Background: an optimization exercise with open tools, aiming at small area, a short achievable clock period and few clock cycles. Do not read the settings as production practice.
RTL that was checked went through simulation tests only; none was proved equivalent to the original.
Function not checked in run 2: the RTL went through the layout flow alone.
Power figures rest on the tool's default switching activity, not on a simulated workload.

[design/flow/config.mk]
export PLATFORM = sky130hd
export DESIGN_NAME = stupid_NN_layer1
export DESIGN_NICKNAME = stupid_NN_layer1
export VERILOG_FILES = /design/flow/design.v
export SDC_FILE = /design/flow/constraint.sdc
export NUM_CORES = 4
export LEC_CHECK = 0
export ABC_CLOCK_PERIOD_IN_PS = 2000
export CAP_MARGIN = 20
export CORE_MARGIN = 2
export CORE_UTILIZATION = 40
export CTS_BUF_LIST = sky130_fd_sc_hd__clkbuf_4 sky130_fd_sc_hd__clkbuf_8
export CTS_CLUSTER_DIAMETER = 100
export CTS_CLUSTER_SIZE = 30
export SETUP_SLACK_MARGIN = 2.9
export SLEW_MARGIN = 20
[design/flow/standard.sh]
#!/bin/bash
# synth_recipe.tcl (not shown) runs the flow's synth.tcl, then flattens the netlist and writes it again
# the make line also repeats each setting of config.mk as NAME=value (left out here)
make -C /OpenROAD-flow-scripts/flow DESIGN_CONFIG=/design/flow/config.mk WORK_HOME=/design/flow/orfs CLKGATE_MAP_FILE= SYNTH_SCRIPT=/design/flow/synth_recipe.tcl "${@:-finish}"
[design/flow/constraint.sdc]
create_clock -name core_clock -period 5.0 [get_ports {clk}]
set_input_delay 1.0000 -clock core_clock [delete_from_list [all_inputs] [get_ports {clk}]]
set_output_delay 1.0000 -clock core_clock [all_outputs]
set_load 0.01 [all_outputs]
[design/flow/flow/run.sh]
#!/bin/bash
set -e
export BUFFER_PORTS_ARGS="-buffer_cell sky130_fd_sc_hd__buf_2"
export CTS_ARGS="-sink_clustering_enable -repair_clock_nets -sink_clustering_size 30 -sink_clustering_max_diameter 100 -buf_list {sky130_fd_sc_hd__clkbuf_4 sky130_fd_sc_hd__clkbuf_8} -dont_use_dummy_load"
bash standard.sh > standard.log 2>&1
[design/flow/design.v]
module stupid_NN_layer1(
input clk,
input reset_n,
input waitrequest,
input ready,
input readdatavalid,
input [15:0] readdata,
output chipselect,
output [1:0] byteenable,
output reg done,
output reg read_n,
output reg write_n,
output reg [15:0] writedata,
output [31:0] address
);
localparam [16:0] WB  = 17'h0E249;      
localparam [7:0]  PBH = 8'h52;          
localparam [7:0]  PLH = 8'h83;          
localparam [9:0]  NB  = 10'h151;        
localparam [9:0]  NE  = 10'h151 + 10'd198;
assign chipselect = 1'b1;
assign byteenable = 2'b11;
reg st_boot, st_idle, st_p, st_w, st_wr, st_done;
reg kc;                
reg rq, wq, dr, dr2, dr3;
reg wa_done, wb_done;  
reg [16:0] wa;         
reg [7:0]  ph;         
reg [9:0]  na;         
reg [1:0]  ret;        
reg [2:0]  out;        
reg [3:0]  msk;        
reg [15:0] ml;         
reg [4:0]  p0, p1;     
reg mv, pv;            
reg mn, pn;            
reg hd;                
reg [13:0] r0, r1;     
reg [5:0]  ta;         
reg [5:0]  sk;         
reg        skv;
reg [23:1] ad;         
wire adv   = (rq | wq) & ~waitrequest;    
wire acc_r = rq & ~waitrequest;
wire rdv   = readdatavalid;
wire timer_end = wa[16] & wa[15] & wa[10] & wa[9] & wa[7] & wa[5];  
wire start = st_idle & ready;
wire node_end = (ph == PLH) & (wa[1:0] == 2'd0);
wire last_pair = (na == NE);
wire cap = out[2] & out[1];
wire pair_done = st_wr & (hd ? wa_done : wb_done);   
wire a_p  = (st_w & kc & ~node_end) | (pair_done & ~last_pair);
wire a_w  = st_p | (st_w & ~kc);
wire a_wr = (st_w & kc & node_end) | (st_wr & ~pair_done);
wire a_done = pair_done & last_pair;
wire [16:0] wa_inc = wa + 17'd1;
wire [16:0] wa_nx  = wa + 17'd196;
wire [7:0]  ph_inc = ph + 8'd1;
wire [9:0]  na_inc = na + 10'd1;
wire [23:1] ad_nx = st_p ? {6'h3C, wa} :
                    (st_w & ~kc) ? {6'h3C, wa_nx} :
                    {13'h0050, (wa[1:0] == 2'd3) ? ph_inc : ph, wa_inc[1:0]};
always @(posedge clk) begin
  if (!reset_n) begin
    st_boot <= 1'b1; st_idle <= 1'b0; st_p <= 1'b0; st_w <= 1'b0; kc <= 1'b0;
    st_wr <= 1'b0; st_done <= 1'b0; rq <= 1'b0; wq <= 1'b0;
    dr <= 1'b0; dr2 <= 1'b0; dr3 <= 1'b0; wa_done <= 1'b0; wb_done <= 1'b0;
  end else begin
    st_boot <= st_boot & ~timer_end;
    st_idle <= (st_idle & ~ready) | (st_done & ~ready) | (st_boot & timer_end);
    st_done <= ready & (adv ? a_done : st_done);
    st_p  <= start | (adv ? a_p : st_p);
    st_w  <= adv ? a_w : st_w;
    kc    <= adv ? st_w & ~kc : kc;
    st_wr <= adv ? a_wr : st_wr;
    rq <= start | (adv ? (a_p | a_w) & ~cap : (st_p | st_w) & ~cap);
    dr <= st_wr & (out == 3'd0);
    dr2 <= st_wr & dr;
    dr3 <= st_wr & dr2;
    wq <= (adv ? a_wr : st_wr) & dr3 & (hd ? ~wa_done : ~wb_done) & ~(adv & pair_done);
    if (adv & st_wr & ~pair_done) begin
      if (hd) wb_done <= 1'b1; else wa_done <= 1'b1;
    end else if (adv & pair_done) begin
      wa_done <= 1'b0; wb_done <= 1'b0;
    end
  end
end
always @(posedge clk) begin
  if (!reset_n) wa <= 17'd0;
  else if (st_idle) wa <= WB;
  else if (st_boot) wa <= wa_inc;
  else wa <= adv ? ((st_w & kc) ? wa_inc : pair_done ? wa_nx : wa) : wa;
  if (st_idle | (adv & st_w & kc & node_end)) ph <= PBH;
  else if (adv & st_w & kc & (wa[1:0] == 2'd3)) ph <= ph_inc;
  if (st_idle) na <= NB;
  else if (adv & pair_done) na <= na + 10'd2;
  if (st_idle | (adv & pair_done)) ad <= {13'h0050, PBH, 2'b01};
  else if (st_wr) ad <= {13'h0026, hd ? na : na_inc};
  else if (adv) ad <= ad_nx;
  if (st_idle) ret <= 2'd0;
  else if (rdv) ret <= {ret == 2'd1, ret == 2'd0};
  if (st_boot | st_idle) out <= 3'd0;
  else if (rdv) out <= acc_r ? out : out - 3'd1;
  else out <= acc_r ? out + 3'd1 : out;
end
always @(posedge clk) if (rdv && ret == 2'd0)
  msk <= {|readdata[15:12], |readdata[11:8], |readdata[7:4], |readdata[3:0]};
always @(posedge clk) begin
  ml <= readdata & {{4{msk[3]}}, {4{msk[2]}}, {4{msk[1]}}, {4{msk[0]}}};
  mv <= rdv & (ret != 2'd0);
  mn <= ret[1];
  p0 <= {ml[3], ml[3:0]} + {ml[7], ml[7:4]};
  p1 <= {ml[11], ml[11:8]} + {ml[15], ml[15:12]};
  pv <= mv; pn <= mn;
end
wire [5:0] term = {p0[4], p0} + {p1[4], p1};
always @(posedge clk) begin
  if (!reset_n) begin hd <= 1'b0; skv <= 1'b0; end
  else begin hd <= ~hd; skv <= pv & (skv | (pn == hd)); end
  sk <= term;
  ta <= skv ? sk : (pv & (pn != hd)) ? term : 6'd0;
  r0 <= r1;
  r1 <= (st_boot | (st_wr & adv)) ? 14'd0 : r0 + {{8{ta[5]}}, ta};
end
always @(*) begin
  done = st_done;
  read_n = ~rq;
  write_n = ~wq;
  writedata = {{2{r0[13]}}, r0};
end
assign address = {8'd0, ad, 1'b0};
endmodule
==> flow_summary.ini, run 1 <==
[outcome]
status = no timing/DRC/antenna violations

[synth]
synth-seq-cells = 147
synth_flop_cell = dfxtp_1
yosysTopAreaCell = dfxtp_1
synth-edff-count = 4
synthArstFlopShare = 0
synth_area_um2 = 6940
yosysTopAreaCellShare = 0.412
ys_seq_area_frac = 0.430
netlist-cell-type-count = 71
synth.area.top_cells = dfxtp_1, ha_1, xnor2_1, nor2_1, a21oi_1
avgSynthCellArea_um2 = 9.05
yosysWarnings = 1
synthCells = 767

[cells_and_area]
area_growth_pct = 13.7
ff_latch_area_um2 = 3000
multi_input_area_um2 = 3800
layout_commonest_cell = dfxtp_1
drive_above_1_share = 0.190
stdcell_count = 1050
layout.nets = 884
antennaDiodeCount = 0
fin_util = 0.461
layout_common_cells = dfxtp_1, nor2_1, buf_2
fillers = 1702

[pwr]
p_per_area_nw_per_um2 = 291
worst_ir_drop_vdd_uv = 207
leakage_uw = 0.00322

[worst_setup_path]
end_kind = flop
worstPathMaxFanout = 12
path_common_cell = o31a_1
path_cells = buf_2 -> o21ba_4 -> a21oi_2 -> a21o_4 -> o31a_1 -> o31a_1
worstPathArrival_ps = 2450
crit_type = in2reg
r2r_setup_slack_ps = 2940
critPathLaunchType = primary input
reg2reg_depth = 6
crit_required_ps = 5330
regToRegEndpoint = wa[10]
startpoint = waitrequest
r2r_start = wa[2]
cp_slowest_cell = o21ba_4
slowest_delay_ps = 360

[timing]
grt_setup_unrepaired = yes
finalMaxSlewViolations = 0
timing.final.crit_share = 0.425
period_needed_ps = 2130
max_freq_mhz = 470
skew_ps = 23.0
final_hold_viol_count = 0
tightest_slew_ps = 773
setup_viol = 0
relSlewSlack = 0.480
fin_hold_ws_ps = 328
fin_ws_ps = 2870
tns_ps = 0

[global_route]
overflow = 0
track_usage = 0.180
grt_pass1_vias = 5062
grt_util_met2 = 0.278
grt_busiest_layer = met2
antenna_found_initial = 0
grt_use_met1 = 0.245
grt_max_degree = 38
grtUsageMet3 = 0.0486
grt_pass1_wl_um = 25700

[floorplanning]
ios = 75
die_w_um = 136
dieArea_um2 = 18400
chipHeight_um = 136
start_util = 0.406
fp-row-count = 48
core-area_um2 = 17100

[clocking]
clk_latency_ps = 460
root_buffer = clkbuf_8
numCtsBuffers = 17
clk_pin_slew_ps = 70
cts_max_path_buffers = 2
cts_tree = yes
clkSinkCount = 147
h-tree-depth = 4

[route]
drtIter0Drc = 315
vias = 5558
wirelength_um = 16600
post-route-drc-count = 0
avgViaCountPerCell = 5.29
wire_per_inst_um = 15.8
dr.pass1.iters = 5
ant_nets = 0

[placed_design]
pre_cts_ws_ps = 1770
dp_cells = 1011
hpwl_um = 11600
place_congestion = 0.928
port_buffers = 60

[worst_hold_path]
min_delay_path_depth = 0
hold-path-endpoint = r0[13]
min_from = r1[13]
hold_path.class = reg2reg

[run]
maxCapViolCount = 0
-- worst max-delay path by stage --
stage | slack [ps] | depth (start not counted) | to
after detailed placement | 1770 | 6 | wa[13]
after global placement | 1780 | 6 | wa[13]
after floorplan | 2640 | 6 | wa[16]
after CTS | 2780 | 6 | wa[13]
after global routing | 2820 | 6 | wa[10]
final | 2870 | 6 | wa[13]
-- cell families after synthesis --
kind of cell	after synthesis	share of synthesized area
fa+ha+maj	36	0.0703
xor+xnor	54	0.0681
compound gates	168	0.161
mux	12	0.0182
buf+inv	82	0.0571
other cells	2	0.00108
flops	147	0.430
simple gates	266	0.194
-- worst max-delay path: cells and delay by family --
family | cells | cell delay (ps)
buffers and inverters | 1 | 130
AOI/OAI and AO/OA | 5 | 1320
-- Yosys cell counts (3+ instances only) --
cell	n
buf_1	4
nor3_1	16
a2111oi_0	4
or2_2	3
clkbuf_1	26
xnor2_1	36
a221oi_1	3
or3_1	9
ha_1	31
o21a_1	5
and2_1	22
fa_1	5
buf_2	5
a22oi_1	4
o31ai_1	3
o211ai_1	4
nand2_1	51
edfxtp_1	4
nor3b_1	3
buf_4	22
a21oi_1	57
inv_1	24
dfxtp_1	143
a31oi_1	8
o31a_1	6
mux2i_1	7
nor2b_1	8
o311ai_0	3
nand3_1	17
a211oi_1	7
nand4_1	10
mux2_2	5
nor4_1	9
nand2b_1	10
a21o_1	8
o21ai_0	25
nor2_1	80
xor2_1	18
or4_1	6
and3_1	10
a22o_1	6
-- report_power, final --
part	internal [uW]	switching, uW	total [uW]
Sequential	1280	60.4	1340
Combinational	134	142	276
Clock	299	382	682
-- metal layers --
layer  up-vias  share of wire
li1       2786              -
met1      2573           0.47
met2       177           0.45
met3        22          0.066
met4         0          0.015
met5         -              0
-- registers in the layout, indices dropped and copies added (netlist names), 2 cells and up, named ones only --
name	cells
ad	18
na	9
r0	14
p0	5
ph	8
sk	6
out	3
wa	16
ta	6
msk	4
ret	2
p1	5
ml	16
r1	14
-- per-stage QoR --
step	area [um2]	power, uW
detailed placement	7340	1640
CTS	7720	2320
floorplan	7040	1570
global placement	7340	1630
finish	7890	2300
global route	7890	2410
-- cell type report --
cell class                 count  share of cell area
inverter                      25              0.0119
clock buffer                  17              0.0296
sequential                   147               0.380
tap                          225              0.0357
timing repair buffer          84              0.0609
multi-input combinational    552               0.482
-- timing repair --
item,in CTS,in global routing
setup endpoints to repair,47,32
setup buffers,5,15
hold buffers,0,0
gates resized for setup,23,17
pin swaps,7,7
cloned,0,2
Testbench counts, summed over its fixed seeds: cycles 1,436,315.
==> run 2: changes to the inputs <==
--- a/design/flow/design.v
+++ b/design/flow/design.v
@@ -22,7 +22,7 @@
 assign byteenable = 2'b11;
 reg st_boot, st_idle, st_p, st_w, st_wr, st_done;
 reg kc;                
-reg rq, wq, dr, dr2, dr3;
+reg rq, wq, dr, dr3;
 reg wa_done, wb_done;  
 reg [16:0] wa;         
 reg [7:0]  ph;         
@@ -30,10 +30,9 @@
 reg [1:0]  ret;        
 reg [2:0]  out;        
 reg [3:0]  msk;        
-reg [15:0] ml;         
 reg [4:0]  p0, p1;     
-reg mv, pv;            
-reg mn, pn;            
+reg pv;                
+reg pn;                
 reg hd;                
 reg [13:0] r0, r1;     
 reg [5:0]  ta;         
@@ -64,7 +63,7 @@
   if (!reset_n) begin
     st_boot <= 1'b1; st_idle <= 1'b0; st_p <= 1'b0; st_w <= 1'b0; kc <= 1'b0;
     st_wr <= 1'b0; st_done <= 1'b0; rq <= 1'b0; wq <= 1'b0;
-    dr <= 1'b0; dr2 <= 1'b0; dr3 <= 1'b0; wa_done <= 1'b0; wb_done <= 1'b0;
+    dr <= 1'b0; dr3 <= 1'b0; wa_done <= 1'b0; wb_done <= 1'b0;
   end else begin
     st_boot <= st_boot & ~timer_end;
     st_idle <= (st_idle & ~ready) | (st_done & ~ready) | (st_boot & timer_end);
@@ -75,8 +74,7 @@
     st_wr <= adv ? a_wr : st_wr;
     rq <= start | (adv ? (a_p | a_w) & ~cap : (st_p | st_w) & ~cap);
     dr <= st_wr & (out == 3'd0);
-    dr2 <= st_wr & dr;
-    dr3 <= st_wr & dr2;
+    dr3 <= st_wr & dr;
     wq <= (adv ? a_wr : st_wr) & dr3 & (hd ? ~wa_done : ~wb_done) & ~(adv & pair_done);
     if (adv & st_wr & ~pair_done) begin
       if (hd) wb_done <= 1'b1; else wa_done <= 1'b1;
@@ -103,15 +101,14 @@
   else if (rdv) out <= acc_r ? out : out - 3'd1;
   else out <= acc_r ? out + 3'd1 : out;
 end
+wire [15:0] ml = readdata & {{4{msk[3]}}, {4{msk[2]}}, {4{msk[1]}}, {4{msk[0]}}};
 always @(posedge clk) if (rdv && ret == 2'd0)
   msk <= {|readdata[15:12], |readdata[11:8], |readdata[7:4], |readdata[3:0]};
 always @(posedge clk) begin
-  ml <= readdata & {{4{msk[3]}}, {4{msk[2]}}, {4{msk[1]}}, {4{msk[0]}}};
-  mv <= rdv & (ret != 2'd0);
-  mn <= ret[1];
   p0 <= {ml[3], ml[3:0]} + {ml[7], ml[7:4]};
   p1 <= {ml[11], ml[11:8]} + {ml[15], ml[15:12]};
-  pv <= mv; pn <= mn;
+  pv <= rdv & (ret != 2'd0);
+  pn <= ret[1];
 end
 wire [5:0] term = {p0[4], p0} + {p1[4], p1};
 always @(posedge clk) begin
--- a/design/flow/config.mk
+++ b/design/flow/config.mk
@@ -12,5 +12,5 @@
 export CTS_BUF_LIST = sky130_fd_sc_hd__clkbuf_4 sky130_fd_sc_hd__clkbuf_8
 export CTS_CLUSTER_DIAMETER = 100
 export CTS_CLUSTER_SIZE = 30
-export SETUP_SLACK_MARGIN = 2.9
+export SETUP_SLACK_MARGIN = 3.0
 export SLEW_MARGIN = 20
==> run 2 against run 1 <==
  * Routed wire length down 0.69%
  * Total power down 8.0%
  * Critical path type unchanged
  * Global-route usage up 1.4 points
  * Sequential power down 13%
  * Design area down 1.0%
  * Register-to-register slack better by 20 ps
  * Utilization up 1.5 points
  * Flip-flop and latch count down 19
  * Still clean
  * Synthesized cell count down 0.78%
==> flow_summary.ini, run 2 <==
[timing]
grt_setup_unrepaired = yes
tightest_slew_ps = 709
finalMaxSlewViolations = 0
max_freq_mhz = 453
period_needed_ps = 2210
tns_ps = 0
final_hold_viol_count = 0
setup_viol = 0
timing.final.crit_share = 0.441
skew_ps = 22.0
relSlewSlack = 0.524

[synth]
synth-seq-cells = 128
yosysWarnings = 1
synthArstFlopShare = 0
synth_common_cells = dfxtp_1, nor2_1, nand2_1
synth-edff-count = 4
synth_flop_cell = dfxtp_1
synth.area.top_cells = dfxtp_1, ha_1, nor2_1, xnor2_1, a21oi_1
yosysTopAreaCellShare = 0.374
synth_area_um2 = 6640
synthCells = 761
ys_seq_area_frac = 0.392
avgSynthCellArea_um2 = 8.73
synth.most_common_cell = dfxtp_1
netlist-cell-type-count = 72
yosysTopAreaCell = dfxtp_1

[pwr]
p_per_area_nw_per_um2 = 270
leakage_uw = 0.00309
worst_ir_drop_vdd_uv = 152

[route]
post-route-drc-count = 0
dr.pass1.iters = 5
met3_length_um = 809
wl_met2_um = 7200
vias = 5619
wire_per_inst_um = 15.9
wirelength_um = 16500
top_layer_used = met4
wl_met1_um = 8190
avgViaCountPerCell = 5.40
drtIter0Drc = 413
ant_nets = 0

[cells_and_area]
layout.nets = 880
top_register = ad
fin_util = 0.476
antennaDiodeCount = 0
area_growth_pct = 17.6
reg_top3 = ad: 18 flops, wa: 16 flops
largest_reg_flops = 18
layout_commonest_cell = dfxtp_1
drive_above_1_share = 0.225
layout_common_cells = dfxtp_1, nor2_1, buf_2

[worst_setup_path]
end_kind = flop
r2r_setup_slack_ps = 2960
slowest_delay_ps = 480
startpoint = waitrequest
reg2reg_depth = 5
regToRegEndpoint = wa[14]
cp_slowest_cell = a2111oi_4
crit_required_ps = 5330
crit_type = in2reg
worstPathArrival_ps = 2540
critPathLaunchType = primary input
path_cells = buf_8 -> o21bai_4 -> or3_4 -> a2111oi_4 -> a21boi_1 -> o31a_1
r2r_start = hd
worstPathMaxFanout = 5

[floorplanning]
dieArea_um2 = 17700
start_util = 0.405
die_w_um = 133
fp-row-count = 47
ios = 75
chipHeight_um = 133
core-area_um2 = 16400

[global_route]
antenna_found_initial = 0
track_usage = 0.194
overflow = 0
grt_pass1_wl_um = 27200
grt_pass1_vias = 5266
grt_max_degree = 25

[clocking]
clk_pin_slew_ps = 70
clk_latency_ps = 440
clkSinkCount = 128
numCtsBuffers = 17
root_buffer = clkbuf_8
h-tree-depth = 4
cts_max_path_buffers = 2
cts_tree = yes

[placed_design]
place_congestion = 0.890
port_buffers = 60
hpwl_um = 11400

[outcome]
status = no timing/DRC/antenna violations

[run]
maxCapViolCount = 0

[worst_hold_path]
hold-path-endpoint = r0[0]
hold_path.class = reg2reg
min_from = r1[0]
min_delay_path_depth = 0
-- run 2: changes by cell type after synthesis, sizes merged, moves of 5 or more --
| cell | delta |
|---|---|
| a211oi | +7 |
| o31a | -6 |
| dfxtp | -19 |
| nor4 | -5 |
| and4 | +5 |
-- run 2: through the flow --
step                      instances  hold slack (ps)  total power, uW  setup slack [ps]  area, um2
final                          1041              313             2110              2790       7810
after global routing           1041              324             2230              2760       7810
after CTS                      1036              315             2120              2810       7650
after detailed placement        998              312             1470              1690       7100
after global placement          998              311             1470              1730       7100
after floorplan                 773              310             1410              2390       6830
-- run 2: timing repair --
action,4_1_cts,5_1_grt
pin swaps,17,17
hold buffers,0,0
setup endpoints to repair,72,52
resized for setup,45,33
gates cloned,1,0
buffers inserted,20,5
-- run 2: worst max path at each step --
stage / slack [ps] / to
after floorplan: 2390 / wa[14]
after global placement: 1730 / wa[14]
after detailed placement: 1690 / wa[14]
after CTS: 2810 / wa[14]
after global routing: 2760 / wa[16]
final: 2790 / wa[14]
-- run 2: cells by family after synthesis --
kind of cell,Yosys count,share of synthesized area
DFF,128,0.392
muxes,9,0.0138
buffers and inverters,80,0.0573
and+or+nand+nor,271,0.205
AOI/OAI and AO/OA,183,0.189
other,2,0.00113
xor gates and xnor gates,52,0.0686
adders and majority gates,36,0.0735
-- run 2: cell type report --
cell class                      instances  area, um2
Clock buffer                           17        234
Fill cell                            1588       8590
Inverter                               22       82.6
Multi-Input combinational cell        566       4040
Sequential cell                       128       2630
Tap cell                              220        275
Timing Repair Buffer                   88        551
-- run 2: critical path: cells and delay by family --
family	cells	cell delay, ps
AO/OA/AOI/OAI	4	1000
AND/OR/NAND/NOR	1	420
buffers and inverters	1	100
-- run 2: where the power goes --
group / leakage [uW] / switching [uW] / internal [uW]
Clock: 0.000122 / 348 / 298
Combinational: 0.00192 / 150 / 144
Sequential: 0.00105 / 58.7 / 1110
Total: 0.00309 / 556 / 1560
-- run 2: routing by layer --
metal  vias up  GRT usage
met4         0     0.0651
met1      2622      0.281
met5         -          0
met2       164      0.285
met3        25     0.0414
li1       2808          -
==> run 3: changes to the inputs <==
--- a/design/flow/design.v
+++ b/design/flow/design.v
@@ -39,6 +39,7 @@
 reg [5:0]  sk;         
 reg        skv;
 reg [23:1] ad;         
+reg wi_q, wn_q;        
 wire adv   = (rq | wq) & ~waitrequest;    
 wire acc_r = rq & ~waitrequest;
 wire rdv   = readdatavalid;
@@ -56,7 +57,7 @@
 wire [16:0] wa_nx  = wa + 17'd196;
 wire [7:0]  ph_inc = ph + 8'd1;
 wire [9:0]  na_inc = na + 10'd1;
-wire [23:1] ad_nx = st_p ? {6'h3C, wa} :
+wire [23:1] ad_nx = st_p ? {6'h3C, wi_q ? wa_inc : wn_q ? wa_nx : wa} :
                     (st_w & ~kc) ? {6'h3C, wa_nx} :
                     {13'h0050, (wa[1:0] == 2'd3) ? ph_inc : ph, wa_inc[1:0]};
 always @(posedge clk) begin
@@ -64,8 +65,11 @@
     st_boot <= 1'b1; st_idle <= 1'b0; st_p <= 1'b0; st_w <= 1'b0; kc <= 1'b0;
     st_wr <= 1'b0; st_done <= 1'b0; rq <= 1'b0; wq <= 1'b0;
     dr <= 1'b0; dr3 <= 1'b0; wa_done <= 1'b0; wb_done <= 1'b0;
+    wi_q <= 1'b0; wn_q <= 1'b0;
   end else begin
     st_boot <= st_boot & ~timer_end;
+    wi_q <= adv & st_w & kc;
+    wn_q <= adv & pair_done;
     st_idle <= (st_idle & ~ready) | (st_done & ~ready) | (st_boot & timer_end);
     st_done <= ready & (adv ? a_done : st_done);
     st_p  <= start | (adv ? a_p : st_p);
@@ -86,12 +90,12 @@
 always @(posedge clk) begin
   if (!reset_n) wa <= 17'd0;
   else if (st_idle) wa <= WB;
-  else if (st_boot) wa <= wa_inc;
-  else wa <= adv ? ((st_w & kc) ? wa_inc : pair_done ? wa_nx : wa) : wa;
-  if (st_idle | (adv & st_w & kc & node_end)) ph <= PBH;
-  else if (adv & st_w & kc & (wa[1:0] == 2'd3)) ph <= ph_inc;
+  else if (st_boot | wi_q) wa <= wa_inc;
+  else if (wn_q) wa <= wa_nx;
+  if (st_idle | (wi_q & node_end)) ph <= PBH;
+  else if (wi_q & (wa[1:0] == 2'd3)) ph <= ph_inc;
   if (st_idle) na <= NB;
-  else if (adv & pair_done) na <= na + 10'd2;
+  else if (wn_q) na <= na + 10'd2;
   if (st_idle | (adv & pair_done)) ad <= {13'h0050, PBH, 2'b01};
   else if (st_wr) ad <= {13'h0026, hd ? na : na_inc};
   else if (adv) ad <= ad_nx;
==> run 3 against run 2 <==
  * Register-to-register slack better by 40 ps
  * Maximum frequency up 10%
  * Area after synthesis up 7.6%
  * Clock skew about the same
  * Largest cell class unchanged
  * Routed wire length up 7.5%
  * Global-route usage about the same
  * Largest power group unchanged
  * Die area up 7.3%
  * Setup slack better by 200 ps
  * Sequential power about the same
==> flow_summary.ini, run 3 <==
[outcome]
status = no timing/DRC/antenna violations

[pwr]
p_per_area_nw_per_um2 = 266
leakage_uw = 0.00321
worst_ir_drop_vdd_uv = 161

[timing]
setup_viol = 0
period_needed_ps = 2000
grt_setup_unrepaired = yes
final_hold_viol_count = 0
fin_ws_ps = 3000
tns_ps = 0
relSlewSlack = 0.477
timing.final.crit_share = 0.401
max_freq_mhz = 499
finalMaxSlewViolations = 0
skew_ps = 22.4
tightest_slew_ps = 778

[synth]
avgSynthCellArea_um2 = 8.69
synth.area.top_cells = dfxtp_1, ha_1, xnor2_1, nor2_1, nand2_1
yosysTopAreaCellShare = 0.353
synth-seq-cells = 130
synth_flop_cell = dfxtp_1
synth_area_um2 = 7140
synth-edff-count = 4
synth.most_common_cell = dfxtp_1
netlist-cell-type-count = 74
synth_common_cells = dfxtp_1, nor2_1, nand2_1
synthCells = 822
ys_seq_area_frac = 0.370
yosysWarnings = 1
synthArstFlopShare = 0
yosysTopAreaCell = dfxtp_1

[route]
post-route-drc-count = 0
vias = 5883
wire_per_inst_um = 16.3
avgViaCountPerCell = 5.40
dr.pass1.iters = 5
wirelength_um = 17700
drtIter0Drc = 402
ant_nets = 0

[global_route]
antenna_found_initial = 0
overflow = 0
grt_pass1_wl_um = 28400
grt_max_degree = 32
grt_pass1_vias = 5453
track_usage = 0.194

[worst_hold_path]
hold_path.class = reg2reg

[cells_and_area]
drive_above_1_share = 0.183
layout_commonest_cell = dfxtp_1
reg_top3 = ad: 18 flops, wa: 16 flops
fin_util = 0.457
area_growth_pct = 10.9
largest_reg_flops = 18
layout.nets = 924
layout_common_cells = dfxtp_1, nor2_1, nand2_1
fillers = 1721
antennaDiodeCount = 0
top_register = ad

[placed_design]
pre_cts_ws_ps = 2230
port_buffers = 60
hpwl_um = 12500
place_congestion = 0.881

[floorplanning]
start_util = 0.412
die_w_um = 138
core-area_um2 = 17400
ios = 75
dieArea_um2 = 18900
chipHeight_um = 138
fp-row-count = 48

[clocking]
numCtsBuffers = 17
clkSinkCount = 130
clk_latency_ps = 430
clk_pin_slew_ps = 70
cts_tree = yes
h-tree-depth = 4
cts_max_path_buffers = 2
root_buffer = clkbuf_8

[worst_setup_path]
end_kind = flop
critPathLaunchType = flop
worstPathArrival_ps = 2320
worstPathMaxFanout = 3
crit_type = reg2reg
crit_required_ps = 5320

[run]
maxCapViolCount = 0
run 3: kinds of logic (layout without fill, tap and decap cells):
family / count (synthesis) / after routing / share of synthesized area
compound gates: 187 / 187 / 0.180
xor+xnor: 72 / 72 / 0.0883
fa+ha+maj: 36 / 36 / 0.0683
buf+inv: 87 / 118 / 0.0704
flops: 130 / 130 / 0.370
mux: 9 / 9 / 0.0131
other cells: 2 / 14 / 0.00105
simple gates: 299 / 299 / 0.209
run 3: worst paths after layout:
| path | startpoint | to | slack (ps) | cells past startpoint |
|---|---|---|---|---|
| max reg2reg | r0[0] | r1[12] | 3000 | 7 |
| max | r0[0] | r1[12] | 3000 | 7 |
| min | r1[9] | r0[9] | 320 | 0 |
| min reg2reg | r1[9] | r0[9] | 320 | 0 |
run 3: power breakdown:
part | leakage [uW] | total (uW) | internal (uW) | switching [uW]
Sequential | 0.00107 | 1180 | 1130 | 55.7
Combinational | 0.00202 | 286 | 136 | 151
Clock | 0.000122 | 642 | 299 | 344
Total | 0.00321 | 2110 | 1560 | 551
run 3: layout make-up:
type | instances | area [um2] | area share
Tap cell | 225 | 282 | 0.0355
Inverter | 27 | 101 | 0.0128
Multi-Input combinational cell | 617 | 4220 | 0.533
Sequential cell | 130 | 2680 | 0.338
Clock buffer | 17 | 234 | 0.0295
Timing Repair Buffer | 74 | 405 | 0.0512
run 3: per-layer routing:
layer	part of all wire	wire, um	GRT usage
met1	0.49	8650	0.272
met5	0	0	0
met4	0.013	222	0.0567
met3	0.054	952	0.0423
met2	0.45	7910	0.300
run 3: worst max-delay path: stages, from the launching register on:
cell	delay, ps
dfxtp_2	340
ha_4	160
fa_2	380
a211oi_4	260
o211ai_1	180
a31oi_2	290
nor3_1	100
o21a_1	190
run 3: what timing repair did:
action / 4_1_cts / 5_1_grt
endpoints found under the setup margin: 43 / 34
hold buffers: 0 / 0
pin swaps: 6 / 12
buffers inserted: 2 / 8
resized for setup: 31 / 30
run 3: metrics by stage:
| stage | power, uW | area [um2] | std cells | hold slack [ps] |
|---|---|---|---|---|
| 2_1_floorplan | 1420 | 7200 | 834 | 310 |
| 3_3_place_gp | 1480 | 7420 | 1063 | 311 |
| 3_5_place_dp | 1480 | 7420 | 1063 | 312 |
| 4_1_cts | 2140 | 7770 | 1082 | 322 |
| 5_1_grt | 2240 | 7920 | 1090 | 321 |
| 6_report | 2110 | 7920 | 1090 | 316 |
Testbench counts of run 3, summed over its fixed seeds: cycles 1,434,329.
==> run 4: changes to the inputs <==
--- a/design/flow/design.v
+++ b/design/flow/design.v
@@ -38,6 +38,7 @@
 reg [5:0]  ta;         
 reg [5:0]  sk;         
 reg        skv;
+reg        wclr;       
 reg [23:1] ad;         
 reg wi_q, wn_q;        
 wire adv   = (rq | wq) & ~waitrequest;    
@@ -116,12 +117,12 @@
 end
 wire [5:0] term = {p0[4], p0} + {p1[4], p1};
 always @(posedge clk) begin
-  if (!reset_n) begin hd <= 1'b0; skv <= 1'b0; end
-  else begin hd <= ~hd; skv <= pv & (skv | (pn == hd)); end
+  if (!reset_n) begin hd <= 1'b0; skv <= 1'b0; wclr <= 1'b0; end
+  else begin hd <= ~hd; skv <= pv & (skv | (pn == hd)); wclr <= st_wr & adv; end
   sk <= term;
   ta <= skv ? sk : (pv & (pn != hd)) ? term : 6'd0;
-  r0 <= r1;
-  r1 <= (st_boot | (st_wr & adv)) ? 14'd0 : r0 + {{8{ta[5]}}, ta};
+  r0 <= wclr ? 14'd0 : r1;
+  r1 <= st_boot ? 14'd0 : r0 + {{8{ta[5]}}, ta};
 end
 always @(*) begin
   done = st_done;
==> run 4 against run 3 <==
  * Via count fell by 3.3%
  * Hold slack gained 91 ps
  * Global-route usage fell by 1.7 points
  * Synthesized cell count down 2.9%
  * Clock skew down 0.92 ps
  * Sequential power is essentially flat
  * Flip-flop and latch count grew 1
  * Routed wire length fell by 8.5%
  * Area after synthesis fell by 1.5%
  * Largest cell class unchanged
  * Total power increased by 1.3%
  * Critical path depth is the same
  * Design area increased by 0.51%
==> flow_summary.ini, run 4 <==
[clocking]
clk_pin_slew_ps = 70
cts_max_path_buffers = 2
clk_latency_ps = 440
h-tree-depth = 4
clkSinkCount = 131
numCtsBuffers = 17
root_buffer = clkbuf_8
cts_hold_buffers = 0
cts_tree = yes

[route]
dr.pass1.iters = 5
vias = 5691
ant_nets = 0
post-route-drc-count = 0
drtIter0Drc = 386
wire_per_inst_um = 15.1
avgViaCountPerCell = 5.30
wirelength_um = 16200

[synth]
yosysWarnings = 1
synth_common_cells = dfxtp_1, nor2_1, nand2_1
synth.most_common_cell = dfxtp_1
synthCells = 798
synth.area.top_cells = dfxtp_1, ha_1, xnor2_1, xor2_1, nor2_1
yosysTopAreaCell = dfxtp_1
synthArstFlopShare = 0
synth-edff-count = 4
synth-seq-cells = 131
yosysTopAreaCellShare = 0.361
synth_flop_cell = dfxtp_1
synth_area_um2 = 7030
ys_seq_area_frac = 0.379
avgSynthCellArea_um2 = 8.81
netlist-cell-type-count = 76

[worst_setup_path]
worstPathMaxFanout = 7
crit_required_ps = 5320
critPathBufInv = 0
path_cells = ha_4 -> a311o_2 -> and3_4 -> o21ai_2 -> xor2_1 -> a221oi_2 -> a211o_1
slowest_delay_ps = 430
cp_slowest_cell = a311o_2
end_kind = flop
worstPathArrival_ps = 2310
critPathTopFamily = compound AO/OA/AOI/OAI gates
critPathLaunchType = flop
crit_type = reg2reg

[cells_and_area]
layout.nets = 907
fin_area_um2 = 7960
area_growth_pct = 13.2
layout_commonest_cell = dfxtp_1
antennaDiodeCount = 0
largest_reg_flops = 18
reg_top3 = ad: 18 flops, wa: 16 flops
drive_above_1_share = 0.222
top_register = ad
fin_util = 0.462
layout_common_cells = dfxtp_1, nor2_1, nand2_1

[timing]
relSlewSlack = 0.527
timing.final.crit_share = 0.398
final_hold_viol_count = 0
fin_ws_ps = 3010
period_needed_ps = 1990
skew_ps = 21.5
tightest_slew_ps = 704
grt_setup_unrepaired = yes
finalMaxSlewViolations = 0
tns_ps = 0
setup_viol = 0
max_freq_mhz = 502

[global_route]
grt_pass1_vias = 5184
grt_max_degree = 34
track_usage = 0.177
antenna_found_initial = 0
grt_pass1_wl_um = 26000
overflow = 0

[floorplanning]
fp-row-count = 48
dieArea_um2 = 18700
die_w_um = 137
chipHeight_um = 137
start_util = 0.408
ios = 75
core-area_um2 = 17200

[outcome]
status = no timing/DRC/antenna violations

[placed_design]
port_buffers = 60
hpwl_um = 11500
placed_area_um2 = 7370
place_congestion = 0.932
pre_cts_ws_ps = 2520

[run]
maxCapViolCount = 0

[pwr]
power_uw = 2140
worst_ir_drop_vdd_uv = 155
leakage_uw = 0.00328
p_per_area_nw_per_um2 = 268

[worst_hold_path]
hold_path.class = reg2reg
-- run 4: cell count changes after synthesis, sizes merged, moves of 7 or more --
cell,delta
o211ai,-7
and3,-7
xor2,+9
nand2,-7
a221oi,+7
nor2b,+21
-- run 4: where the power goes --
part	internal [uW]	leakage [uW]	switching (uW)
sequential	1130	0.00108	56.4
combinational	147	0.00208	149
clock	298	0.000122	353
total	1580	0.00328	559
-- run 4: cell families (layout without fill, tap and decap cells) --
| family | after synthesis | after routing | synth area share |
|---|---|---|---|
| flops | 131 | 131 | 0.379 |
| mux | 15 | 15 | 0.0226 |
| buf+inv | 85 | 123 | 0.0631 |
| xor+xnor | 79 | 79 | 0.0984 |
| compound gates | 156 | 156 | 0.153 |
| fa+ha+maj | 36 | 36 | 0.0694 |
| other cells | 2 | 14 | 0.00107 |
| simple gates | 294 | 294 | 0.214 |
-- run 4: path summary, 6_finish.rpt --
check                            start  endpoint  slack [ps]  depth (start not counted)
worst max-delay path             wa[2]    ad[15]        3010                          7
worst min register to register  ret[1]        pn         410                          0
worst min-delay path            ret[1]        pn         410                          0
worst max register to register   wa[2]    ad[15]        3010                          7
-- run 4: final cells by class --
type,instances,area (um2)
timing repair buffer,80,467
tap,225,282
fill,1700,9270
multi-input combinational,594,4160
sequential,131,2720
inverter,26,98.8
clock buffer,17,234
-- run 4: stage by stage --
step           hold slack, ps  cells
2_1_floorplan             377    810
5_1_grt                   421   1073
4_1_cts                   405   1059
3_5_place_dp              396   1039
3_3_place_gp              393   1039
6_report                  407   1073
-- run 4: layer usage --
metal / global-route usage / up-vias / wire, um
met3: 0.0422 / 28 / 955
li1: - / 2830 / -
met2: 0.267 / 180 / 7220
met4: 0.0613 / 0 / 341
met5: 0 / - / 0
met1: 0.247 / 2653 / 7710
-- run 4: timing repair --
action | 4_1_cts | 5_1_grt
setup endpoints to repair | 39 | 42
resized for setup | 37 | 40
buffers inserted | 3 | 14
pin swaps | 4 | 9
hold endpoints to repair | 0 | 0
Testbench counts of run 4, summed over its fixed seeds: cycles 1,434,329.
==> run 5: changes to the inputs <==
--- a/design/flow/config.mk
+++ b/design/flow/config.mk
@@ -12,5 +12,6 @@
 export CTS_BUF_LIST = sky130_fd_sc_hd__clkbuf_4 sky130_fd_sc_hd__clkbuf_8
 export CTS_CLUSTER_DIAMETER = 100
 export CTS_CLUSTER_SIZE = 30
+export PLACE_DENSITY = 0.85
 export SETUP_SLACK_MARGIN = 3.0
 export SLEW_MARGIN = 20
==> run 5 against run 4 <==
  * Routed wire length rose by 4.8%
  * Design area is 0.42% lower
  * Critical path depth down 6
  * First-iteration DRC count is 22% higher
  * Hold slack gained 2.9 ps
  * Maximum frequency decreased by 0.97%
  * Flip-flop and latch count stayed put
  * Synthesized cell count stayed put
  * Non-clock buffer count rose by 1
  * Sequential share of layout area increased by 0.13 points
  * Area after synthesis unchanged
==> flow_summary.ini, run 5 <==
[route]
wire_per_inst_um = 15.8
post-route-drc-count = 0
vias = 5958
drtIter0Drc = 472
wirelength_um = 17000
ant_nets = 0
avgViaCountPerCell = 5.54
dr.pass1.iters = 6

[timing]
fin_hold_ws_ps = 410
period_needed_ps = 2010
grt_setup_unrepaired = yes
tns_ps = 0
final_hold_viol_count = 0
timing.final.crit_share = 0.402
finalMaxSlewViolations = 0
max_freq_mhz = 497
skew_ps = 22.1
tightest_slew_ps = 716
setup_viol = 0
relSlewSlack = 0.519

[pwr]
comb_power_share = 0.144
worst_ir_drop_vdd_uv = 174
p_int_uw = 1580
clockPowerShare = 0.299
p_per_area_nw_per_um2 = 270
switching_share = 0.263
power_switching_uw = 563
leakage_uw = 0.00328
power_frac_seq = 0.557

[outcome]
status = no timing/DRC/antenna violations

[clocking]
h-tree-depth = 4
clk_pin_slew_ps = 90
cts_max_path_buffers = 2
clkSinkCount = 131
clk_latency_ps = 450
numCtsBuffers = 17
cts_tree = yes
cts_hold_buffers = 0
root_buffer = clkbuf_8

[worst_setup_path]
critPathLaunchType = flop
critPathTopFamily = flip-flops
cp_slowest_cell = dfxtp_1
slowest_delay_ps = 400
crit_required_ps = 4000
path_cells = buf_2
worstPathMaxFanout = 2
critPathBufInv = 1
worstPathArrival_ps = 1010
crit_type = reg2out
end_kind = output pin

[global_route]
overflow = 0
grt_pass1_wl_um = 27000
antenna_found_initial = 0
track_usage = 0.181
grt_pass1_vias = 5622
grt_max_degree = 35

[cells_and_area]
drive_above_1_share = 0.211
ff_latch_area_um2 = 2720
layout_common_cells = dfxtp_1, nor2_1, nand2_1
layout.nets = 908
layout_commonest_cell = dfxtp_1
area_growth_pct = 12.7
top_register = ad
largest_reg_flops = 18
stdcell_count = 1075
fillers = 1591
multi_input_area_um2 = 4130
reg_top3 = ad: 18 flops, wa: 16 flops

[synth]
synth_common_cells = dfxtp_1, nor2_1, nand2_1
synth-edff-count = 4
synth.area.top_cells = dfxtp_1, ha_1, xnor2_1, xor2_1, nor2_1
avgSynthCellArea_um2 = 8.81
synth-seq-cells = 131
synth_flop_cell = dfxtp_1
yosysTopAreaCellShare = 0.361
synthArstFlopShare = 0
yosysTopAreaCell = dfxtp_1
synthCells = 798
ys_seq_area_frac = 0.379
synth.most_common_cell = dfxtp_1
yosysWarnings = 1
netlist-cell-type-count = 76
synth_area_um2 = 7030

[floorplanning]
ios = 75
dieArea_um2 = 18700
core-area_um2 = 17200
chipHeight_um = 137
fp-row-count = 48
start_util = 0.408
die_w_um = 137

[placed_design]
place_congestion = 1.06
hpwl_um = 11900
port_buffers = 60
dp_cells = 1040

[worst_hold_path]
hold_path.class = reg2reg

[run]
maxCapViolCount = 0
run 5: cell counts after synthesis:
Identical to the previous run, type by type.
run 5: stage by stage:
| stage | setup slack (ps) | total power, uW | utilization | instance area [um2] |
|---|---|---|---|---|
| 3_3_place_gp | 2570 | 1490 | 0.428 | 7370 |
| 2_1_floorplan | 2840 | 1440 | - | 7110 |
| 4_1_cts | 3000 | 2160 | 0.449 | 7730 |
| 6_report | 2990 | 2140 | 0.460 | 7930 |
| 5_1_grt | 2940 | 2250 | 0.460 | 7930 |
| 3_5_place_dp | 2560 | 1510 | 0.428 | 7370 |
run 5: layout make-up:
| class | count | share of cell area |
|---|---|---|
| timing repair buffer | 81 | 0.0585 |
| tap | 225 | 0.0355 |
| inverter | 26 | 0.0125 |
| sequential | 131 | 0.343 |
| multi-input combinational | 594 | 0.521 |
| antenna | 1 | 0.000316 |
| clock buffer | 17 | 0.0295 |
run 5: power by group through the flow:
stage	Sequential, uW	Clock, uW	Combinational, uW
after detailed placement	1220	0	294
final	1190	642	308
after global routing	1200	697	349
after floorplan	1200	0	236
after CTS	1200	663	299
after global placement	1210	0	277
run 5: cells by family (layout without fill, tap and decap cells):
group / count (synthesis) / in the layout / share of synthesized area
flops: 131 / 131 / 0.379
fa+ha+maj: 36 / 36 / 0.0694
compound gates: 156 / 156 / 0.153
xor+xnor: 79 / 79 / 0.0984
mux: 15 / 15 / 0.0226
simple gates: 294 / 294 / 0.214
buf+inv: 85 / 124 / 0.0631
other cells: 2 / 15 / 0.00107
run 5: path summary, 6_finish.rpt:
| kind | from | to | slack (ps) | cells after the start |
|---|---|---|---|---|
| worst max-delay path | r0[7] | writedata[7] | 2990 | 1 |
| worst max register to register | r0[0] | r1[12] | 3040 | 8 |
| worst min register to register | ret[1] | pn | 410 | 0 |
| worst min-delay path | ret[1] | pn | 410 | 0 |
run 5: what timing repair did:
item,CTS,global route
endpoints found under the hold margin,0,0
setup buffers,5,12
pin swaps,3,10
gates resized for setup,35,33
setup endpoints to repair,36,22
run 5: routing by layer:
layer	vias to the layer above	GRT usage	wire length, um
met3	57	0.0356	1080
met2	264	0.300	8250
met4	0	0.0810	537
li1	2846	-	-
met1	2791	0.229	7140
met5	-	0	0
==> run 6: changes to the inputs <==
--- a/design/flow/config.mk
+++ b/design/flow/config.mk
@@ -5,6 +5,7 @@
 export SDC_FILE = /design/flow/constraint.sdc
 export NUM_CORES = 4
 export LEC_CHECK = 0
+export ABC_AREA = 1
 export ABC_CLOCK_PERIOD_IN_PS = 2000
 export CAP_MARGIN = 20
 export CORE_MARGIN = 2
@@ -12,6 +13,6 @@
 export CTS_BUF_LIST = sky130_fd_sc_hd__clkbuf_4 sky130_fd_sc_hd__clkbuf_8
 export CTS_CLUSTER_DIAMETER = 100
 export CTS_CLUSTER_SIZE = 30
-export PLACE_DENSITY = 0.85
+export PLACE_DENSITY = 0.75
 export SETUP_SLACK_MARGIN = 3.0
 export SLEW_MARGIN = 20
==> run 6 against run 5 <==
  * Utilization down 1.5 points
  * Area after synthesis rose by 2.2%
  * Register-to-register slack better by 30 ps
  * Setup slack better by 29 ps
  * Largest power group unchanged
  * Highest routed layer unchanged
  * Clock skew up 3.6 ps
  * Clock power about the same
  * Critical path type unchanged
  * Non-clock buffer count is 17 lower
  * First-iteration DRC count rose by 63%
  * Flip-flop and latch count unchanged
  * Sequential share of layout area decreased by 0.30 points
  * Largest cell class unchanged
  * Critical path depth is the same
==> flow_summary.ini, run 6 <==
[pwr]
leakage_uw = 0.00347
p_per_area_nw_per_um2 = 292
worst_ir_drop_vdd_uv = 160

[timing]
relSlewSlack = 0.497
period_needed_ps = 1980
tightest_slew_ps = 748
finalMaxSlewViolations = 0
skew_ps = 25.7
grt_setup_unrepaired = yes
tns_ps = 0
timing.final.crit_share = 0.396
final_hold_viol_count = 0
setup_viol = 0
max_freq_mhz = 505

[synth]
synth-edff-count = 4
ys_seq_area_frac = 0.370
synth_flop_cell = dfxtp_1
yosysWarnings = 1
yosysTopAreaCellShare = 0.354
synth-seq-cells = 131
synth_common_cells = nand2_1, inv_1, dfxtp_1
synthArstFlopShare = 0
netlist-cell-type-count = 45
avgSynthCellArea_um2 = 7.14
synth.most_common_cell = nand2_1
yosysTopAreaCell = dfxtp_1
synth.area.top_cells = dfxtp_1, nand2_1, inv_1, a21oi_1, nand3_1
synth_area_um2 = 7190
synthCells = 1006

[clocking]
clk_latency_ps = 440
clk_pin_slew_ps = 80
cts_hold_buffers = 0
cts_max_path_buffers = 2
root_buffer = clkbuf_8
clkSinkCount = 131
cts_tree = yes
h-tree-depth = 4
numCtsBuffers = 17

[route]
ant_nets = 0
avgViaCountPerCell = 5.26
wirelength_um = 18600
wire_per_inst_um = 14.5
dr.pass1.iters = 6
drtIter0Drc = 767
post-route-drc-count = 0
vias = 6757

[floorplanning]
die_w_um = 138
dieArea_um2 = 19100
ios = 75
chipHeight_um = 138
core-area_um2 = 17800
start_util = 0.404
fp-row-count = 49

[global_route]
grt_use_met1 = 0.251
grt_max_degree = 27
overflow = 0
grt_pass1_vias = 6231
grtUsageMet3 = 0.0613
grt_pass1_wl_um = 30000
grt_busiest_layer = met2
grt_util_met2 = 0.296
track_usage = 0.192
antenna_found_initial = 0

[worst_setup_path]
critPathTopFamily = flip-flops
worstPathArrival_ps = 980
worstPathMaxFanout = 5
crit_required_ps = 4000
critPathBufInv = 1
startpoint = ad[22]
r2r_start = wn_q
critPathLaunchType = flop
end_kind = output pin
cp_slowest_cell = dfxtp_4
path_cells = buf_6
crit_type = reg2out
slowest_delay_ps = 420

[cells_and_area]
layout.nets = 1114
reg_top3 = ad: 18 flops, wa: 16 flops
area_growth_pct = 10.1
fillers = 1830
fin_util = 0.445
layout_commonest_cell = nand2_1
top_register = ad
antennaDiodeCount = 0
largest_reg_flops = 18
layout_common_cells = nand2_1, inv_1, dfxtp_1
drive_above_1_share = 0.119

[worst_hold_path]
hold_path.class = reg2reg
min_from = r1[11]

[placed_design]
place_congestion = 0.953
port_buffers = 60
hpwl_um = 13800

[outcome]
status = no timing/DRC/antenna violations

[run]
maxCapViolCount = 0
run 6: routing by layer:
layer,vias up,share of wire
li1,3388,-
met1,3032,0.44
met2,293,0.43
met3,44,0.10
met4,0,0.025
met5,-,0
run 6: area by class of cell:
| type | instances | area (um2) | area share |
|---|---|---|---|
| multi-input cells | 710 | 3840 | 0.485 |
| repair inverters | 1 | 5.00 | 0.000632 |
| repair buffers | 64 | 355 | 0.0449 |
| inverters | 132 | 507 | 0.0640 |
| well taps | 229 | 287 | 0.0362 |
| clock buffers | 17 | 234 | 0.0296 |
| flip-flops and latches | 131 | 2690 | 0.340 |
run 6: logic make-up after synthesis:
group / Yosys count / synth area share
and+or+nand+nor: 422 / 0.253
xor gates and xnor gates: 29 / 0.0353
other: 2 / 0.00104
DFF: 131 / 0.370
buffers and inverters: 177 / 0.108
AOI/OAI and AO/OA: 209 / 0.164
adders and majority gates: 36 / 0.0679
run 6: where the power goes:
part           switching [uW]  internal, uW  leakage, uW
Sequential               90.8          1180      0.00108
Clock                     344           298     0.000122
Combinational             228           170      0.00227
Total                     663          1650      0.00347
run 6: timing repair:
item | in CTS | in global routing
pin swaps | 0 | 0
resized for setup | 17 | 22
cloned | 0 | 1
setup buffers | 0 | 2
endpoints found under the setup margin | 46 | 28
run 6: per-stage QoR:
stage          hold slack, ps  worst slack, ps  power (uW)  std cells  cell area, um2
4_1_cts                   388             2970        2320       1281            7830
2_1_floorplan             377             3010        1550       1018            7240
3_3_place_gp              390             2010        1670       1264            7560
5_1_grt                   398             2930        2440       1284            7920
3_5_place_dp              395             1920        1680       1264            7560
6_report                  383             3020        2310       1284            7920
run 6: worst paths after layout:
kind / end / cells after the start / slack, ps
min reg2reg: r0[11] / 2 / 380
min: r0[11] / 2 / 380
max: address[22] / 1 / 3020
max reg2reg: ad[4] / 7 / 3070
==> run 7: changes to the inputs <==
--- a/design/flow/config.mk
+++ b/design/flow/config.mk
@@ -5,7 +5,6 @@
 export SDC_FILE = /design/flow/constraint.sdc
 export NUM_CORES = 4
 export LEC_CHECK = 0
-export ABC_AREA = 1
 export ABC_CLOCK_PERIOD_IN_PS = 2000
 export CAP_MARGIN = 20
 export CORE_MARGIN = 2
==> run 7 against run 6 <==
  * Still clean on timing, DRC and antenna
  * First-iteration DRC count decreased by 53%
  * Non-clock buffer count rose by 15
  * Total power fell by 7.5%
  * Sequential power down 6%
  * Clock skew down 7.2 ps
  * Area after synthesis down 2.1%
  * Highest routed layer unchanged
==> flow_summary.ini, run 7 <==
[cells_and_area]
antennaDiodeCount = 0
layout.nets = 906
largest_reg_flops = 18
top_register = ad
drive_above_1_share = 0.209
area_growth_pct = 12.0
fin_area_um2 = 7880
fin_util = 0.457
reg_top3 = ad: 18 flops, wa: 16 flops
layout_commonest_cell = dfxtp_1
layout_common_cells = dfxtp_1, nor2_1, nand2_1

[synth]
synth.most_common_cell = dfxtp_1
synth-compound-area-share = 0.153
avgSynthCellArea_um2 = 8.81
ys_seq_area_frac = 0.379
synth_flop_cell = dfxtp_1
synth_common_cells = dfxtp_1, nor2_1, nand2_1
synth.area.top_cells = dfxtp_1, ha_1, xnor2_1, xor2_1, nor2_1
synthArstFlopShare = 0
synth_area_um2 = 7030
yosysTopAreaCellShare = 0.361
yosysWarnings = 1
synthAdderAreaFrac = 0.0694
synthCells = 798
synth_simple_gate_area_frac = 0.214
synth-edff-count = 4
netlist-cell-type-count = 76
yosysTopAreaCell = dfxtp_1
synth-seq-cells = 131
synth_mux_area_frac = 0.0226
synth_top_family_by_area = simple AND/OR/NAND/NOR gates
yosys.area_share.xor_xnor = 0.0984

[worst_setup_path]
worstPathArrival_ps = 2300
critPathBufInv = 0
crit_cells = 8
crit_type = reg2reg
regToRegEndpoint = r1[12]
startpoint = r0[0]
endpoint = r1[12]
reg2reg_depth = 8
cp_slowest_cell = dfxtp_2
crit_required_ps = 5320
r2r_setup_slack_ps = 3020
slowest_delay_ps = 340
worstPathMaxFanout = 2
r2r_start = r0[0]
end_kind = flop
path_cells = ha_2 -> fa_2 -> a21o_1 -> a41oi_2 -> nand3_2 -> nand4_1 -> a21oi_1 -> mux2_2
critPathLaunchType = flop
critPathTopFamily = adder cells

[timing]
relSlewSlack = 0.561
tns_ps = 0
period_needed_ps = 1980
setup_viol = 0
timing.final.crit_share = 0.397
max_freq_mhz = 504
finalMaxSlewViolations = 0
grt_setup_unrepaired = yes
skew_ps = 18.4
final_hold_viol_count = 0
tightest_slew_ps = 654

[clocking]
root_buffer = clkbuf_8
h-tree-depth = 4
cts_hold_buffers = 0
cts_tree = yes
clk_pin_slew_ps = 70
clk_latency_ps = 430
cts_max_path_buffers = 2
clkSinkCount = 131
numCtsBuffers = 17

[placed_design]
place_congestion = 1.01
hpwl_um = 11800
placed_area_um2 = 7380
port_buffers = 60

[run]
maxCapViolCount = 0

[pwr]
p_per_area_nw_per_um2 = 271
leakage_uw = 0.00327
worst_ir_drop_vdd_uv = 236

[floorplanning]
start_util = 0.408
ios = 75
fp-row-count = 48
dieArea_um2 = 18700
die_w_um = 137
chipHeight_um = 137
core-area_um2 = 17200

[route]
wirelength_um = 16400
post-route-drc-count = 0
wire_per_inst_um = 15.3
vias = 5682
avgViaCountPerCell = 5.30
drtIter0Drc = 362
ant_nets = 0
dr.pass1.iters = 5

[global_route]
grt_max_degree = 36
track_usage = 0.178
grt_pass1_vias = 5329
antenna_found_initial = 0
grt_pass1_wl_um = 26300
overflow = 0

[outcome]
status = no timing/DRC/antenna violations

[worst_hold_path]
hold_path.class = reg2reg
-- run 7: changes by cell type in the layout (fill, tap and decap cells not counted), sizes merged, moves of 27 or more --
cell   previous run  this run
nand3            79        23
nand2           198        63
a21oi            85        51
nor2            110        77
o21ai            78        26
inv             128        25
xnor2             8        42
nor2b             0        27
-- run 7: worst min path at each step --
stage	from	to	depth (start not counted)
2_1_floorplan	ret[1]	pn	0
6_report	ret[1]	pn	0
3_5_place_dp	ret[1]	pn	0
5_1_grt	ret[1]	pn	0
4_1_cts	ret[1]	pn	0
3_3_place_gp	ret[1]	pn	0
-- run 7: power breakdown --
group / switching, uW / internal [uW]
logic: 151 / 143
clock network: 354 / 299
registers: 55.7 / 1130
total: 561 / 1580
-- run 7: kinds of logic (layout without fill, tap and decap cells) --
logic type | Yosys count | in the layout
compound gates | 156 | 156
xor+xnor | 79 | 79
fa+ha+maj | 36 | 36
buf+inv | 85 | 122
flops | 131 | 131
mux | 15 | 15
other cells | 2 | 14
simple gates | 294 | 294
-- run 7: repair_timing --
action | in CTS | in global routing
setup buffers | 6 | 9
hold endpoints to repair | 0 | 0
gates resized for setup | 33 | 25
pin swaps | 3 | 7
endpoints found under the setup margin | 37 | 30
-- run 7: layer usage --
metal  part of all wire  vias up  GRT usage
li1                   -     2835          -
met1               0.46     2656      0.231
met2               0.47      165      0.291
met3              0.056       26     0.0370
met4              0.020        0     0.0677
met5                  0        -          0
-- run 7: layout make-up --
class,count,area [um2]
clock buffer,17,234
inverter,26,98.8
fill,1644,9360
tap,225,282
timing repair buffer,79,449
sequential,131,2710
multi-input combinational,594,4110
-- run 7: per-stage QoR --
| step | setup WS, ps | std cells | total power [uW] | hold slack, ps |
|---|---|---|---|---|
| 4_1_cts | 2950 | 1063 | 2150 | 389 |
| 5_1_grt | 2930 | 1072 | 2240 | 396 |
| 3_5_place_dp | 2540 | 1040 | 1500 | 395 |
| 3_3_place_gp | 2550 | 1040 | 1490 | 390 |
| 6_report | 3020 | 1072 | 2140 | 390 |
| 2_1_floorplan | 2840 | 810 | 1440 | 377 |
==> run 8: changes to the inputs <==
--- a/design/flow/config.mk
+++ b/design/flow/config.mk
@@ -13,5 +13,5 @@
 export CTS_CLUSTER_DIAMETER = 100
 export CTS_CLUSTER_SIZE = 30
 export PLACE_DENSITY = 0.75
-export SETUP_SLACK_MARGIN = 3.0
+export SETUP_SLACK_MARGIN = 3.1
 export SLEW_MARGIN = 20
==> run 8 against run 7 <==
  * Highest routed layer unchanged
  * Hold slack improved by 19 ps
  * Maximum frequency fell by 0.29%
  * Largest power group unchanged
  * Die area did not move
  * Critical endpoint unchanged
  * Register-to-register slack barely moved
==> flow_summary.ini, run 8 <==
[outcome]
status = no timing/DRC/antenna violations

[route]
avgViaCountPerCell = 5.40
ant_nets = 0
dr.pass1.iters = 5
wire_per_inst_um = 16.2
drtIter0Drc = 421
wirelength_um = 17800
vias = 5933
post-route-drc-count = 0

[placed_design]
pre_cts_ws_ps = 2530
port_buffers = 60
hpwl_um = 12000
place_congestion = 1.03
placed_area_um2 = 7470

[floorplanning]
start_util = 0.408
die_w_um = 137
chipHeight_um = 137
core-area_um2 = 17200
fp-row-count = 48
dieArea_um2 = 18700
ios = 75

[cells_and_area]
area_growth_pct = 22.3
layout.nets = 932
fin_area_um2 = 8600
layout_common_cells = nor2_1, dfxtp_1, nand2_1
top_register = ad
fillers = 1550
antennaDiodeCount = 0
reg_top3 = ad: 18 flops, wa: 16 flops
drive_above_1_share = 0.302
largest_reg_flops = 18

[synth]
synth_area_um2 = 7030
yosysWarnings = 1
synthArstFlopShare = 0
synth_common_cells = dfxtp_1, nor2_1, nand2_1
synth.area.top_cells = dfxtp_1, ha_1, xnor2_1, xor2_1, nor2_1
synth-seq-cells = 131
yosysTopAreaCellShare = 0.361
netlist-cell-type-count = 76
yosysTopAreaCell = dfxtp_1
synth-edff-count = 4
avgSynthCellArea_um2 = 8.81
synthCells = 798
synth.most_common_cell = dfxtp_1
ys_seq_area_frac = 0.379
synth_flop_cell = dfxtp_1

[timing]
fin_ws_ps = 3010
finalMaxSlewViolations = 0
skew_ps = 22.0
tns_ps = 0
relSlewSlack = 0.531
period_needed_ps = 1990
timing.final.crit_share = 0.398
grt_setup_unrepaired = yes
fin_hold_ws_ps = 409
tightest_slew_ps = 699
setup_viol = 0
final_hold_viol_count = 0
max_freq_mhz = 503

[clocking]
h-tree-depth = 4
cts_tree = yes
numCtsBuffers = 17
clk_pin_slew_ps = 70
clk_latency_ps = 430
cts_max_path_buffers = 2
root_buffer = clkbuf_8
clkSinkCount = 131

[global_route]
overflow = 0
track_usage = 0.186
grt_pass1_wl_um = 27300
grt_pass1_vias = 5444
grt_max_degree = 33
antenna_found_initial = 0

[pwr]
power_switching_uw = 574
leakage_uw = 0.00350
p_int_uw = 1600
comb_power_share = 0.153
p_per_area_nw_per_um2 = 253
worst_ir_drop_vdd_uv = 166
power_frac_seq = 0.549
switching_share = 0.264
clockPowerShare = 0.298

[worst_setup_path]
r2r_setup_slack_ps = 3010
startpoint = r0[4]
worstPathArrival_ps = 2300
r2r_start = r0[4]
regToRegEndpoint = r1[12]
worstPathMaxFanout = 5
end_kind = flop
crit_type = reg2reg
critPathLaunchType = flop
crit_required_ps = 5310
reg2reg_depth = 7
endpoint = r1[12]

[run]
maxCapViolCount = 0

[worst_hold_path]
hold_path.class = reg2reg
min_delay_path_depth = 0
==> run 8: how the worst min path moves through the flow <==
stage	startpoint	endpoint	slack, ps
floorplan	ret[1]	pn	380
global placement	ret[1]	pn	390
detailed placement	ret[1]	pn	390
CTS	ret[1]	pn	400
global route	ret[1]	pn	420
finish	ret[1]	pn	410
==> run 8: cell families (layout without fill, tap and decap cells) <==
family / Yosys count / in the layout / synth area share
compound gates: 156 / 157 / 0.153
xor+xnor: 79 / 79 / 0.0984
fa+ha+maj: 36 / 36 / 0.0694
buf+inv: 85 / 147 / 0.0631
flops: 131 / 131 / 0.379
mux: 15 / 15 / 0.0226
other cells: 2 / 14 / 0.00107
simple gates: 294 / 294 / 0.214
==> run 8: power by group through the flow <==
| stage | combinational (uW) | sequential [uW] | clock [uW] |
|---|---|---|---|
| finish | 332 | 1190 | 649 |
| global route | 377 | 1200 | 705 |
| CTS | 315 | 1190 | 666 |
| detailed placement | 298 | 1220 | 0 |
| global placement | 288 | 1210 | 0 |
| floorplan | 241 | 1200 | 0 |
==> run 8: layer usage <==
metal | vias to the layer above | share of wire | track usage
met5 | - | 0 | 0
met3 | 37 | 0.068 | 0.0444
met2 | 228 | 0.47 | 0.294
met4 | 0 | 0.026 | 0.0793
met1 | 2777 | 0.43 | 0.243
li1 | 2891 | - | -
==> run 8: through the flow <==
stage,power [uW],util,cells
after global routing,2280,0.499,1098
after global placement,1500,0.433,1039
final,2170,0.499,1098
after floorplan,1440,-,810
after detailed placement,1510,0.433,1039
after CTS,2180,0.478,1075
==> run 8: repair_timing <==
item	4_1_cts	5_1_grt
gates cloned	0	1
pin swaps	7	8
gates resized for setup	113	49
endpoints found under the setup margin	76	74
setup buffers	19	22
hold buffers	0	0
==> run 8: worst max-delay path, cell delays in order (launching register included) <==
cell,delay [ps]
dfxtp_2,330
ha_1,380
nand2_1,150
a21bo_2,260
nand3_2,90
nand4_1,120
a21oi_1,210
mux2_2,340
==> run 8: cell type report <==
type                            count  area, um2  area share
Inverter                           26        104      0.0121
Clock buffer                       17        234      0.0272
Sequential cell                   131       2770       0.322
Multi-Input combinational cell    595       4330       0.503
Tap cell                          225        282      0.0327
Timing Repair Buffer              104        881       0.102
==> run 9: changes to the inputs <==
--- a/design/flow/config.mk
+++ b/design/flow/config.mk
@@ -8,10 +8,10 @@
 export ABC_CLOCK_PERIOD_IN_PS = 2000
 export CAP_MARGIN = 20
 export CORE_MARGIN = 2
-export CORE_UTILIZATION = 40
+export CORE_UTILIZATION = 45
 export CTS_BUF_LIST = sky130_fd_sc_hd__clkbuf_4 sky130_fd_sc_hd__clkbuf_8
 export CTS_CLUSTER_DIAMETER = 100
 export CTS_CLUSTER_SIZE = 30
-export PLACE_DENSITY = 0.75
-export SETUP_SLACK_MARGIN = 3.1
+export PLACE_DENSITY = 0.7
+export SETUP_SLACK_MARGIN = 3.0
 export SLEW_MARGIN = 20
==> run 9 against run 8 <==
  * Still clean on timing, DRC and antenna
  * Critical path depth up 1
  * Utilization up 2.0 points
  * Die area down 11%
  * Register-to-register slack about the same
  * Critical endpoint unchanged
==> flow_summary.ini, run 9 <==
[synth]
synth-edff-count = 4
yosysTopAreaCell = dfxtp_1
synth_flop_cell = dfxtp_1
ys_seq_area_frac = 0.379
netlist-cell-type-count = 76
yosysWarnings = 1
synthArstFlopShare = 0
synth_area_um2 = 7030
synth.area.top_cells = dfxtp_1, ha_1, xnor2_1, xor2_1, nor2_1
synth_common_cells = dfxtp_1, nor2_1, nand2_1
avgSynthCellArea_um2 = 8.81
synthCells = 798
yosysTopAreaCellShare = 0.361
synth-seq-cells = 131
synth.most_common_cell = dfxtp_1

[worst_setup_path]
regToRegEndpoint = r1[12]
r2r_start = r0[0]
end_kind = flop
reg2reg_depth = 8
worstPathMaxFanout = 3
r2r_setup_slack_ps = 3020
critPathLaunchType = flop
crit_required_ps = 5340
crit_type = reg2reg
worstPathArrival_ps = 2320

[timing]
period_needed_ps = 1980
grt_setup_unrepaired = yes
max_freq_mhz = 504
relSlewSlack = 0.570
setup_viol = 0
tightest_slew_ps = 641
final_hold_viol_count = 0
finalMaxSlewViolations = 0
fin_hold_ws_ps = 411
skew_ps = 21.6
timing.final.crit_share = 0.397
tns_ps = 0

[route]
drtIter0Drc = 347
wirelength_um = 15900
vias = 5596
avgViaCountPerCell = 5.29
dr.pass1.iters = 5
post-route-drc-count = 0
ant_nets = 0
wire_per_inst_um = 15.0

[clocking]
cts_max_path_buffers = 2
h-tree-depth = 4
clkSinkCount = 131
clk_latency_ps = 450
cts_tree = yes
clk_pin_slew_ps = 80
root_buffer = clkbuf_8
cts_hold_buffers = 0
numCtsBuffers = 17

[cells_and_area]
layout_commonest_cell = dfxtp_1
stdcell_count = 1057
area_growth_pct = 12.5
layout.nets = 905
top_register = ad
drive_above_1_share = 0.213
largest_reg_flops = 18
layout_common_cells = dfxtp_1, nor2_1, nand2_1
reg_top3 = ad: 18 flops, wa: 16 flops
antennaDiodeCount = 0

[placed_design]
place_congestion = 0.962
port_buffers = 60
hpwl_um = 11300
dp_cells = 1024

[global_route]
grt_pass1_wl_um = 25900
antenna_found_initial = 0
grt_pass1_vias = 5265
overflow = 0
grt_max_degree = 36
track_usage = 0.197

[floorplanning]
core-area_um2 = 15300
ios = 75
fp-row-count = 45
dieArea_um2 = 16600
die_w_um = 129
chipHeight_um = 129
start_util = 0.461

[worst_hold_path]
min_delay_path_depth = 0
hold_path.class = reg2reg
min_from = ret[1]
hold-path-endpoint = pn

[pwr]
power_uw = 2130
p_per_area_nw_per_um2 = 270
worst_ir_drop_vdd_uv = 142
leakage_uw = 0.00328

[run]
maxCapViolCount = 0

[outcome]
status = no timing/DRC/antenna violations
## run 9: cell types whose count changed in the layout (fill, tap and decap cells not counted), sizes merged
cell / previous run / this run
o21ba: 2 / 1
buf: 103 / 78
clkbuf: 18 / 17
## run 9: final cells by class
| type | count | area (um2) |
|---|---|---|
| timing repair buffer | 78 | 448 |
| inverter | 26 | 98.8 |
| sequential | 131 | 2720 |
| multi-input combinational | 594 | 4150 |
| clock buffer | 17 | 234 |
| fill | 1414 | 7350 |
| tap | 211 | 264 |
## run 9: cell families (layout without fill, tap and decap cells)
logic type / after synthesis / after routing / share of synthesized area
AOI/OAI and AO/OA: 156 / 156 / 0.153
adders and majority gates: 36 / 36 / 0.0694
DFF: 131 / 131 / 0.379
and+or+nand+nor: 294 / 294 / 0.214
buffers and inverters: 85 / 121 / 0.0631
other: 2 / 14 / 0.00107
muxes: 15 / 15 / 0.0226
xor gates and xnor gates: 79 / 79 / 0.0984
## run 9: worst max path at each step
| stage | startpoint | end | depth (start not counted) |
|---|---|---|---|
| detailed placement | waitrequest | ad[12] | 7 |
| floorplan | readdata[0] | p0[4] | 7 |
| global placement | waitrequest | ad[12] | 7 |
| finish | r0[0] | r1[12] | 8 |
| global route | r0[0] | r1[12] | 8 |
| CTS | rq | ad[9] | 4 |
## run 9: critical path: stages, from the launching register on
cell and delay (ps):
dfxtp_2 340, ha_4 160, fa_2 350, a21o_1 200, a41oi_2 230, nand3_2 120, nand4_1 120, a21oi_1 90
mux2_2 270
## run 9: repair_timing
action	in CTS	in global routing
pin swaps	3	8
setup buffers	3	13
endpoints found under the setup margin	40	29
gates resized for setup	42	28
## run 9: metrics by stage
stage	cell area, um2	setup slack, ps	utilization
floorplan	7110	2840	-
global placement	7340	2520	0.481
detailed placement	7340	2500	0.481
CTS	7720	2980	0.506
global route	7910	2920	0.519
finish	7910	3020	0.519
## run 9: per-layer routing
metal / wire [um] / global-route usage / part of all wire
met2: 7160 / 0.305 / 0.45
met5: 0 / 0 / 0
met4: 367 / 0.0844 / 0.023
met3: 953 / 0.0450 / 0.060
met1: 7400 / 0.264 / 0.47
## run 9: report_power, final
group | switching [uW] | internal [uW] | leakage [uW]
clock | 349 | 298 | 0.000122
sequential | 57.9 | 1130 | 0.00108
combinational | 150 | 144 | 0.00208

Setup slack of run 9, layout unchanged: 3.017 ns with ideal ports, 3.000 ns with driving cells assumed (clock clkbuf_16, inputs buf_2), 2.668 ns with port delays also shifted by the 0.479 ns mid clock arrival.
